This design comes from an exercise in tuning for small area, a short achievable clock period and few clock cycles per item on the open sky130 flow, not from production work. Function was checked by simulation only, so behaviour that the tests miss may differ from the original. No activity file was given, so power comes from the tool's default toggle rates.

run C:
==> module RegisterFile, before the edit <==
module RegisterFile (
		input clock,
		input reset,
		input [4:0] readAddressA,
		output [31:0] readDataA,
		input [4:0] readAddressB,
		output [31:0] readDataB,
		input shouldWrite,
		input [4:0] writeAddress,
		input [31:0] writeData,
		input [4:0] debug_addr,
		output [31:0] debug_data
	);
	reg [31:0] registers [1:31];
	reg [31:1] valid;
	wire [31:0] validAll = {valid, 1'b0};
	always @(posedge clock) begin
		if (shouldWrite && writeAddress != 0)
			registers[writeAddress] <= writeData;
	end
	always @(posedge clock) begin
		if (reset)
			valid <= 0;
		else if (shouldWrite && writeAddress != 0)
			valid[writeAddress] <= 1'b1;
	end
	assign readDataA = validAll[readAddressA] ? registers[readAddressA] : 32'b0;
	assign readDataB = validAll[readAddressB] ? registers[readAddressB] : 32'b0;
	wire [31:0] debugOr [0:31];
	assign debugOr[0] = 32'b0;
	genvar i;
	generate
		for (i = 1; i < 32; i = i + 1) begin : d
			wire select = debug_addr == i && valid[i];
			assign debugOr[i] = debugOr[i - 1] | ({32{select}} & registers[i]);
		end
	endgenerate
	assign debug_data = debugOr[31];
endmodule
Settings: LEC_CHECK=0, CAP_MARGIN=20, CORE_MARGIN=2, CORE_UTILIZATION=40, PLACE_DENSITY=0.6, SETUP_SLACK_MARGIN=5, SLEW_MARGIN=20; clock period 15.0 ns.
run.sh (not shown) runs the stock make flow with config.mk's settings and CLKGATE_MAP_FILE= SYNTH_SCRIPT=/design/flow/synth_recipe.tcl, a recipe that flattens the netlist after the stock synthesis.
Testbench counts of run C, summed over its fixed seeds: cycles 71,445, instrs 67,724.
diff inputs: run C => run D
--- a/flow/design.v
+++ b/flow/design.v
@@ -74,14 +74,5 @@
 	assign readDataA = validAll[readAddressA] ? registers[readAddressA] : 32'b0;
 	assign readDataB = validAll[readAddressB] ? registers[readAddressB] : 32'b0;
-	wire [31:0] debugOr [0:31];
-	assign debugOr[0] = 32'b0;
-	genvar i;
-	generate
-		for (i = 1; i < 32; i = i + 1) begin : d
-			wire select = debug_addr == i && valid[i];
-			assign debugOr[i] = debugOr[i - 1] | ({32{select}} & registers[i]);
-		end
-	endgenerate
-	assign debug_data = debugOr[31];
+	assign debug_data = validAll[debug_addr] ? registers[debug_addr] : 32'b0;
 endmodule
 `timescale 1ns / 1ps
Findings:
The flow did not stop early for run D: all stages ran, and the layout cleared the timing, DRC and antenna checks. Run D against run C; fmax is up by a few percent. Taking run C as the reference point, the power share of the combinational group of run D rises by 1.9 points. The clock network fraction of total power of run D and that of run C are within noise of each other. Diff run C..run D | final global-route overflow total | unchanged. For the met1 layer usage reported by global route, run D came in 1.4 points lower than run C did. The lower biggest fanout along the worst timing path came out of run C.
Testbench counts of run D, summed over its fixed seeds: cycles 71,445, instrs 67,724.

--- another note on this design; it stands on its own ---

Setup of before:
## Cpu
module Cpu (
		input clock,
		input reset,
		output [31:0] imem_addr,
		input [31:0] imem_data,
		output dmem_cs,
		output dmem_we,
		output [31:0] dmem_addr,
		output [31:0] dmem_wdata,
		input dmem_ack,
		input [31:0] dmem_rdata,
		input wire [4:0] debug_addr,
		output wire [31:0] debug_data
	);
	reg [31:0] pc;
	assign imem_addr = pc;
	wire [31:0] fetched = imem_data;
	wire [5:0] op = fetched[31:26];
	wire [4:0] rs = fetched[25:21];
	wire [4:0] rt = fetched[20:16];
	wire [4:0] rd = fetched[15:11];
	wire [5:0] fn = fetched[5:0];
	wire [15:0] imm = fetched[15:0];
	wire fetchJump = op[5:1] == 5'b00001;
	wire [31:0] pc4 = pc + 32'd4;
	wire [31:0] jumpTarget = {pc4[31:28], fetched[25:0], 2'b00};
	wire [31:0] branchTarget = pc4 + {{14{imm[15]}}, imm, 2'b00};
	wire isR = op == 6'b000000;
	wire isJr = isR && fn == 6'b001000;
	wire isImm = op[5:3] == 3'b001;
	wire isJal = op == 6'b000011;
	wire zeroExtend = isImm && (op[2] || op[1:0] == 2'b11);
	wire [31:0] immediate = {zeroExtend ? 16'b0 : {16{imm[15]}}, imm};
	wire sub = isR ? (fn[5] && !fn[2] && fn[1]) : (isImm && op[1] && !op[2]);
	wire [1:0] sel =
			isR ? (!fn[5] ? 2'd3 : fn[2] ? 2'd2 : fn[3] ? 2'd1 : 2'd0)
			: isImm ? (op[2] ? 2'd2 : op[1] ? 2'd1 : 2'd0)
			: 2'd0;
	wire [31:0] rsRead;
	wire [31:0] rtRead;
	wire writeEnable;
	wire [31:0] writeData;
	reg [4:0] writeAddress;
	wire forwardRs = writeEnable && writeAddress == rs && rs != 0;
	wire forwardRt = writeEnable && writeAddress == rt && rt != 0;
	wire [31:0] rsNext = forwardRs ? writeData : rsRead;
  ...
Size in the first run: ~1,400 flip-flops, ~200 I/O pins.
clock: 15.0 ns
lec_check: 0
cap_margin: 20
core_margin: 2
core_utilization: 40
cts_buf_list: sky130_fd_sc_hd__clkbuf_8
cts_cluster_size: 30
place_density: 0.6
slew_margin: 20
standard.sh (not shown) runs the stock make flow with config.mk's settings and CLKGATE_MAP_FILE= SYNTH_SCRIPT=/design/flow/synth_recipe.tcl, a recipe that flattens the netlist after the stock synthesis.
==> flow/flow/run.sh <==
#!/bin/bash
set -euo pipefail
export SETUP_SLACK_MARGIN=7
bash standard.sh finish > standard_flow.log 2>&1
Having completed the whole flow, before delivered a layout that passed the timing, DRC and antenna checks.
Testbench counts of before, summed over its fixed seeds: cycles 71,445, instrs 67,724.
[inputs] after vs before
Settings: CORE_UTILIZATION now 50, was 40; PLACE_DENSITY now 0.68, was 0.6.
after closes out successfully: all stages finished, all timing, DRC and antenna checks passed. On clock power, before loses to after. Relative to before, layout overhead on the synthesized area has decreased by 0.31 points in after. after vs before, termination of the worst setup path: debug_data[30] vs debug_data[16]. Of before and after, the run reporting the higher post-layout minimum cycle time was before. Going from before to after, average routed wire per standard cell grows by about 4%. When the final numbers for before and after were put side by side, the total power draw turned out to be greater in before.

port drivers added, routing unchanged:
No port has a modelled driver above. Below, the same layouts with a new extraction and two added sets of constraints.
Step 1, drivers: a clkbuf_16 drives clock and a buf_2 each remaining input, both assumed.
Step 2 times the ports against the registers' clock, not the clock port: input delays grow and output delays shrink by t, the midpoint of the rising clock arrivals with the driver on.
Three values: ideal, step 1, step 2; two values: the first two.
| run | t (ns) | setup slack, ns | hold slack, ns | slew at the worst register clock pin (ns) |
|---|---|---|---|---|
| run C | 0.894 | 4.973 / 4.951 / 4.353 | 0.446 / 0.446 / 0.446 | 0.07 / 0.07 |
| run D | 0.899 | 5.235 / 5.182 / 4.841 | 0.446 / 0.446 / 0.446 | 0.07 / 0.07 |
| before | 1.087 | 6.748 / 6.492 / 5.915 | 0.447 / 0.447 / 0.447 | 0.08 / 0.08 |
| after | 1.054 | 6.825 / 6.246 / 5.883 | 0.443 / 0.443 / 0.443 | 0.08 / 0.08 |
After both steps every run listed still meets setup and hold. The setup slack of after, which loses most, moves by -0.579 ns with the drivers and by -0.942 ns with both steps.
